This is an optimization exercise on Yosys and OpenROAD, whose aim is small area, not a production implementation. Only simulation tests tie the RTL to the original design; equivalence was not proved. No activity file was given, so power comes from the tool's default toggle rates.

### design/flow/config.mk
export PLATFORM = sky130hd
export DESIGN_NAME = k580vi53
export DESIGN_NICKNAME = k580vi53
export VERILOG_FILES = /design/flow/design.v
export SDC_FILE = /design/flow/constraint.sdc
export NUM_CORES = 4
export LEC_CHECK = 0
export CAP_MARGIN = 20
export CORE_MARGIN = 2
export CORE_UTILIZATION = 40
export SLEW_MARGIN = 20
### design/flow/constraint.sdc
create_clock -name core_clock -period 10.0 [get_ports {clk_sys}]
set_input_delay 2.0000 -clock core_clock [delete_from_list [all_inputs] [get_ports {clk_sys}]]
set_output_delay 2.0000 -clock core_clock [all_outputs]
set_load 0.01 [all_outputs]
### design/flow/design.v
module k580vi53
(
	input        reset,
	input        clk_sys,
	input  [1:0] addr,
	input  [7:0] din,
	output [7:0] dout,
	input        wr,
	input        rd,
	input  [2:0] clk_timer,
	input  [2:0] gate,
	output [2:0] out,
	output [2:0] sound_active
);
wire	[7:0] dout0;
wire	[7:0]	dout1;
wire	[7:0]	dout2;
assign dout = (rd) ? dout0 & dout1 & dout2 : 8'hff;
timer t0(reset, clk_sys, clk_timer[0], din, dout0, wr && (addr == 3) && (din[7:6] == 0), wr && (addr == 0), rd && (addr == 0), gate[0], out[0], sound_active[0]);
timer t1(reset, clk_sys, clk_timer[1], din, dout1, wr && (addr == 3) && (din[7:6] == 1), wr && (addr == 1), rd && (addr == 1), gate[1], out[1], sound_active[1]);
timer t2(reset, clk_sys, clk_timer[2], din, dout2, wr && (addr == 3) && (din[7:6] == 2), wr && (addr == 2), rd && (addr == 2), gate[2], out[2], sound_active[2]);
endmodule
module timer
(
	input        reset,
	input        clk_sys,
	input	       clk_timer,
	input	 [7:0] din,
	output [7:0] dout,
	input	       wr_cw,
	input	       wr,
	input	       rd,
	input	       gate,
	output reg   out,
	output reg   sound_active
);
reg  [7:0] q;
reg  [7:0] cw;
reg [15:0] counter;
reg [15:0] ld_count;
reg  [7:0] load;
reg        pause;
reg        stop1;
assign dout = q;
	reg [15:0] l_counter;
	reg msbw, msbr;  
	reg latched;
	reg old_wr_cw, old_wr, old_rd;
always @(posedge clk_sys) begin
	old_wr_cw <= wr_cw;
	old_wr <= wr;
	old_rd <= rd;
	if(!old_wr_cw && wr_cw) begin
		msbw <=0;
		msbr <=0;
		if(!din[5:4]) begin
			if(!latched) begin 
				latched <=1;
				l_counter <= counter;
			end
		end else begin
			cw <= din;
			latched <=0;
			stop1 <=1;
			pause<=1;
		end
	end
	if(!old_wr && wr) begin
		case(cw[5:4]) 
			1: begin  
					ld_count[7:0]  <= check(din);
					ld_count[15:8] <= 0;
					stop1  <=0;
					load  <=load + 1'd1;
					pause <=0;
				end
			2: begin  
					ld_count[7:0]  <= 0;
					ld_count[15:8] <= check(din);
					stop1  <=0;
					load  <=load + 1'd1;
					pause <=0;
				end
			default: begin  
					if(msbw) ld_count[15:8] <= check(din);
						else  ld_count[7:0]  <= check(din);
					msbw  <= ~msbw;
					pause <= ~msbw;
					if(msbw) begin
						stop1  <=0;
						load  <=load + 1'd1;
					end
				end
		endcase
	end
	if(!old_rd && rd) begin
		casex({latched, msbr, cw[5:4]})
			4'b0X01: q <=counter[7:0];
			4'b0X10: q <=counter[15:8];
			4'b0011: q <=counter[7:0];
			4'b0111: q <=counter[15:8];
			4'b1X01: begin q <=l_counter[7:0];  latched <=0; end
			4'b1X10: begin q <=l_counter[15:8]; latched <=0; end
			4'b1011: q <=l_counter[7:0];
			4'b1111: begin q <=l_counter[15:8]; latched <=0; end
		endcase
		msbr <= ~msbr;
	end
	if(!rd || reset) q <= 255;
	if(reset) begin
		stop1 <=1;
		ld_count  <=0;
		cw <= 0;
		old_wr_cw <= 0;
		old_wr <= 0;
		old_rd <= 0;
		msbw <= 0;
		msbr <= 0;
		latched <= 0;
		l_counter <= 0;
		load <= 0;
		pause <= 0;
	end
end
function [15:0] minus1;
	input [15:0] value;
	begin
		if(!cw[0]) minus1 = value-1'd1;
		else begin
			minus1 = value;
			if(!minus1[3:0]) begin
				minus1[3:0] = 9;
				if(!minus1[7:4]) begin
					minus1[7:4] = 9;
					if(!minus1[11:8]) begin
						minus1[11:8] = 9;
						if(!minus1[15:12]) begin
							minus1[15:12] = 9;
						end else minus1[15:12] = minus1[15:12]-1'd1;
					end else minus1[11:8] = minus1[11:8]-1'd1;
				end else minus1[7:4] = minus1[7:4]-1'd1;
			end else minus1[3:0] = minus1[3:0]-1'd1;
		end
	end
endfunction
function [7:0] check;
	input [7:0] value;
	begin
		if(!cw[0]) check = value;
		else begin
			check[3:0] = (value[3:0]>9) ? 4'd9 : value[3:0];
			check[7:4] = (value[7:4]>9) ? 4'd9 : value[7:4];
		end;
	end
endfunction
reg  stop2;
wire stop = stop1 | stop2;
	reg  [7:0] old_load;
	reg        old_gate;
	reg start, count_en, m3state;
	reg  [7:0] stop_delay;
	reg        old_clk;
always @(posedge clk_sys) begin
	old_clk <= clk_timer;
	if(old_clk & ~clk_timer) begin
		stop2 <= stop1;
		old_load <= load;
		old_gate <= gate;
		start <= stop;
		sound_active <= (!cw[3:1] || (cw[2:1] == 2'b11)) && !stop;
		casex(cw[3:1])
			3'b000: 	if(stop) begin out <=0; count_en <=0; end
						else begin
							if(start || (old_load != load)) begin
								counter <= ld_count;
								out <=0;
								count_en <=1;
							end else if(!pause && gate) begin
								counter <= minus1(counter);
								if(counter == 1) begin 
									out <=1;
									count_en <=0;
								end
							end
						end
			3'b001: 	if(stop) begin out <=1; count_en <=0; end
						else begin
							if(!old_gate & gate) begin
								counter <= ld_count;
								out <=0;
								count_en <=1;
							end else begin
								counter <= minus1(counter);
								if((counter == 1) && count_en) begin 
									out <=1;
									count_en <=0;
								end
							end
						end
			3'bX10: 	if(stop || !gate) out <=1;
						else begin
							if(start || (!old_gate & gate) || (counter <= 1)) begin
								counter <=ld_count;
								out <=1;
							end else begin
								counter <= minus1(counter);
								if(counter == 2) out <=0;
							end
						end
			3'bX11: 	if(stop || !gate) begin out <=1; m3state <=1; end
						else begin
							if(start || (!old_gate & gate) || (counter <= 2)) begin
								counter <=ld_count;
								out <= m3state;
								m3state <= ~m3state;
							end else begin 
								counter <= !counter[0] ? minus1(minus1(counter)) : out ? minus1(counter) : minus1(minus1(minus1(counter)));
							end
						end
			3'b100: 	if(stop) begin out <=1; count_en <=0; end
						else begin
							out <=1;
							if(start) begin 
								counter  <=ld_count;
								count_en <=1;
							end else if(gate) begin
								counter <= minus1(counter);
								if((counter == 1) && count_en) begin 
									out <=0;
									count_en <=0;
								end
							end
						end
			3'b101: 	if(stop) begin out <=1; count_en <=0; end
						else begin
							out <=1;
							if(!old_gate & gate) begin
								counter <=ld_count;
								out <=1;
								count_en <=1;
							end else begin
								counter <= minus1(counter);
								if((counter == 1) && count_en) begin 
									out <=0;
									count_en <=0;
								end
							end
						end
		endcase
	end
	if(reset) begin
		old_clk <= 0;
		stop2 <= 1;
		old_load <= 0;
		old_gate <= 0;
		start <= 0;
		sound_active <= 0;
		counter <= 0;
		out <= 0;
		count_en <= 0;
		m3state <= 0;
	end
end
endmodule
### design/flow/run.sh
#!/bin/bash
# synth_recipe.tcl (not shown) runs the flow's synth.tcl, then flattens the netlist and writes it again
# the make line also repeats each setting of config.mk as NAME=value (left out here)
make -C /OpenROAD-flow-scripts/flow DESIGN_CONFIG=/design/flow/config.mk WORK_HOME=/design/flow/orfs CLKGATE_MAP_FILE= SYNTH_SCRIPT=/design/flow/synth_recipe.tcl finish
==> metrics.md <==
| Metric | Value |
|---|---|
| TritonCTS clock tree | done |
| Max-cap violation count | 0 |
| Post-synth EDFFs | 0 |
| Hold path cells | 2 |
| Comb pwr share | 7.4% |
| Total GRT Usage | 24.5% |
| Critical Path Sink Type | flip-flop |
| Fill cell count | 4929 |
| Clk_skew | 0.0246 ns |
| Main flop type after synthesis | dfxtp_1 |
| H-tree depth | 1 |
| Post-CTS Setup Bufs | 0 |
| IO Count | 34 |
| Crit path DAT | 5.79 ns |
| Post-Syn Nets | 2762 |
| Largest net degree at the start of global routing | 89 |
| Post-Synth Adder-Cell Area | 2.43% |
| Clock share of power | 46.3% |
| Final min period | 5.34 ns |
| Top-area cell type share of the netlist area | 28.8% |
| Die height | 225 um |
| Total core area | 0.0486 sq mm |
| Mux cell area share after synthesis | 4.28% |
| Antenna Nets Post-Route | 0 |
| 1st-pass router iterations | 6 |
| Total overflow reported by the global router | 0 |
| Register area | 0.00565 sq mm |
| Status | no timing/DRC/antenna violations |
| Yosys reg bits | 282 |
| Crit start category | flip-flop |
| Fin area | 0.0211 sq mm |
| Ant diodes | 0 |
| CTS Root Cell | clkbuf_16 |
| Vias | 20000 |
| Clock latency on the worst-skew pair | 0.59 ns |
| Worst slew pin tran | 1.07 ns |
| Yosys Warn Count | 1 |
| Slowest CP cell | nor4b_2 |
| Asr flop ratio synth | 0% |
| Nets@finish | 2648 |
| Synth Area in Compound Gates | 25.6% |
| Final period util | 53.4% |
| Cells after synthesis | 2704 |
| Max-slew violation count | 0 |
| Hold-fix buffers, CTS | 0 |
| Post-synthesis simple-gate area fraction | 28.7% |
| DP HPWL | 46.2 mm |
| TritonCTS Buffers | 31 |
| Synth Area in XOR/XNOR | 4.68% |
| Gpl congestion | 0.943 |
| Sequential area share after synthesis | 28.8% |
| Total wire length | 64.0 mm |
| Switch share | 25.1% |
| Dpl ws | 4.71 ns |
| DP Area | 0.0201 sq mm |
| Number of global-route vias before repair | 18300 |
| Post-Syn Area | 0.0196 sq mm |
| Top cell type by total area after synthesis | dfxtp_1 |
| First-pass GRT wire length | 102 mm |
| Die area | 0.0507 sq mm |
| Main combinational cell family by area after synthesis | simple AND/OR/NAND/NOR gates |
| Layout area overhead | 7.83% |
| DRT iter0 DRCs | 1765 |
| Dpl cells | 3179 |
| Max_slew headroom | 27.8% |
| Final setup fails | 0 |
| Unique masters post-synth | 95 |
| Seq pwr share | 46.3% |
| I/O Buffers | 33 |
| Initial antenna violation count | 0 |
| Worst setup margin | 4.66 ns |
| Power Density | 118 mW/mm^2 |
| # rows | 81 |
| Total leakage power | 7.22 nW |
| CTS sink count | 282 |
| Top cells by area, synth | dfxtp_1 29%, nand2_1 7.6%, a21oi_1 6.1%, nor2_1 5.0%, mux2i_1 3.6% |
| Clk slew on worst S/H paths | 0.07 ns |
| Post-route insts no fill | 3234 |
| Peak VDD IR | 0.000119 V |
| Wire per inst | 19.8 um |
| Final Hold Vio Count | 0 |
| Post-CTS sizing | 0 |
| CP Cell Sequence | buf_4 > inv_1 > ha_1 > and2_1 > o311a_1 > or4_4 > or4_1 > o31ai_1 > nand3_1 > nor4b_2 > nand2_1 > o211a_1 > o31ai_1 > a211oi_1 |
| Starting Density | 40.3% |
| R2R cell count | 14 |
| Crit path max fanout | 35 |
| Setup TNS | 0 ns |
| # DRC | 0 |
| Share of post-route cells with drive strength above 1 | 5.67% |
| Largest stage delay, worst path | 0.84 ns |
| Vias per cell | 6.17 |
| Crit path top cell by count | o31ai_1 |
| Worst-case clock buffer depth | 3 |
| Net Switching | 0.000623 W |
| Area occupied by multi-input gates | 0.0129 sq mm |
| Cell Int Power | 0.00186 W |
| Width of the chip | 225 um |
| Critical Path RT | 10.45 ns |
| Peak Freq | 187 MHz |
| HP Class | reg -> reg |
| WS Path Type | reg -> reg |
| Avg Cell Area, Syn | 7.24 sq um |
| Unrepaired setup endpoints after global routing | false |
## worst max-delay path, delay by kind of cell, from the launching register on
family / cells / cell delay [ns]
AOI/OAI and AO/OA: 5 / 1.19
adders and majority gates: 1 / 0.48
buffers and inverters: 2 / 0.68
DFF: 1 / 0.31
and+or+nand+nor: 6 / 2.54
## metrics by stage
step	hold WS, ns	utilization, %	power, W
2_1_floorplan	0.425	-	0.00130
3_3_place_gp	0.441	41.3	0.00135
3_5_place_dp	0.449	41.3	0.00136
4_1_cts	0.457	43.4	0.00251
5_1_grt	0.476	43.4	0.00257
6_report	0.454	43.4	0.00249
## power groups by stage
stage               combinational, W  clock [W]  sequential, W
finish                      0.000185    0.00115        0.00115
global route                0.000201    0.00122        0.00115
CTS                         0.000182    0.00118        0.00115
detailed placement          0.000182          0        0.00117
global placement            0.000179          0        0.00117
floorplan                   0.000132          0        0.00117
## layer usage
metal | up-vias | global-route usage (%) | part of all wire [%]
met5 | - | 0 | 0
met4 | 0 | 7.09 | 2.3
li1 | 9595 | - | -
met3 | 99 | 2.23 | 5.8
met2 | 709 | 41.1 | 47
met1 | 9563 | 33.5 | 45
## path summary, 6_finish.rpt
check,start,end,slack [ns]
worst max register to register,t2.counter[0],t2.counter[13],4.66
worst max-delay path,t2.counter[0],t2.counter[13],4.66
worst min-delay path,t1.ld_count[9],t1.ld_count[9],0.45
worst min register to register,t1.ld_count[9],t1.ld_count[9],0.45
## synthesized netlist by cell type, drive strengths merged (15+ instances only)
| library cell | n |
|---|---|
| inv | 58 |
| or3 | 24 |
| nor4 | 34 |
| a31oi | 33 |
| nor3 | 106 |
| nor2 | 263 |
| and3 | 15 |
| nor2b | 28 |
| buf | 24 |
| or2 | 21 |
| nand2b | 34 |
| xor2 | 41 |
| a221oi | 47 |
| nand4 | 42 |
| a211oi | 38 |
| o211ai | 54 |
| xnor2 | 62 |
| clkbuf | 184 |
| a21oi | 239 |
| nand3 | 99 |
| a311oi | 16 |
| dfxtp | 282 |
| o21ai | 141 |
| o22ai | 16 |
| ha | 38 |
| and2 | 29 |
| mux2i | 71 |
| nand2 | 395 |
## area by class of cell
cell class,count,share of cell area [%]
clock inverters,13,0.616
multi-input cells,2151,61.1
inverters,63,1.12
well taps,622,3.69
flip-flops and latches,282,26.7
repair buffers,61,2.58
clock buffers,42,4.20
## cell usage in the layout, fill, tap and decap left out, drive strengths merged, types with 38 or more instances in the layout
cell | synthesis | routed
a21oi | 239 | 239
a211oi | 38 | 38
xnor2 | 62 | 62
clkbuf | 184 | 43
nand4 | 42 | 42
xor2 | 41 | 41
nand3 | 99 | 99
nor2 | 263 | 263
inv | 58 | 60
o211ai | 54 | 54
mux2i | 71 | 71
dfxtp | 282 | 282
nand2 | 395 | 395
ha | 38 | 38
a221oi | 47 | 47
nor3 | 106 | 106
o21ai | 141 | 141
## kinds of logic (layout without fill, tap and decap cells)
group	Yosys count	count (layout)
adder cells (fa/ha/maj)	38	38
AO/OA/AOI/OAI	766	766
buffers and inverters	271	179
AND/OR/NAND/NOR	1162	1162
multiplexers	82	82
flip-flops	282	282
XOR/XNOR	103	103
## registers in the layout, summed over array words and instances (netlist names), 8 cells and up
register / flops
t0.counter: 16
t0.l_counter: 16
t0.ld_count: 16
t1.counter: 16
t1.l_counter: 16
t1.ld_count: 16
t2.counter: 16
t2.l_counter: 16
t2.ld_count: 16
t0.load: 8
t0.old_load: 8
t0.q: 8
t1.load: 8
t1.old_load: 8
t1.q: 8
t2.load: 8
t2.old_load: 8
t2.q: 8

## separate check: timing with driven ports
The flow's constraints put no driver on any port. The routed layout listed below was extracted and timed again, unchanged, in two steps. Step 1 assumes that a clkbuf_16 drives the clock port and a buf_2 every other input. Step 2 times the ports against the registers' clock, not the clock port: input delays grow and output delays shrink by t, the midpoint of the rising clock arrivals with the driver on. a / b / c = ideal / step 1 / step 2; a / b = the first two.
t (ns): 0.635
setup slack, ns: 4.660 / 4.660 / 4.614
worst setup path at the end: input to register
clock arrival spread, ns: 0.027 / 0.026
cell pins on the clock port's net: 1
After both steps this run still meets setup and hold. For this run, drivers alone change the setup slack by 0.000 ns; drivers and shift together by -0.046 ns.
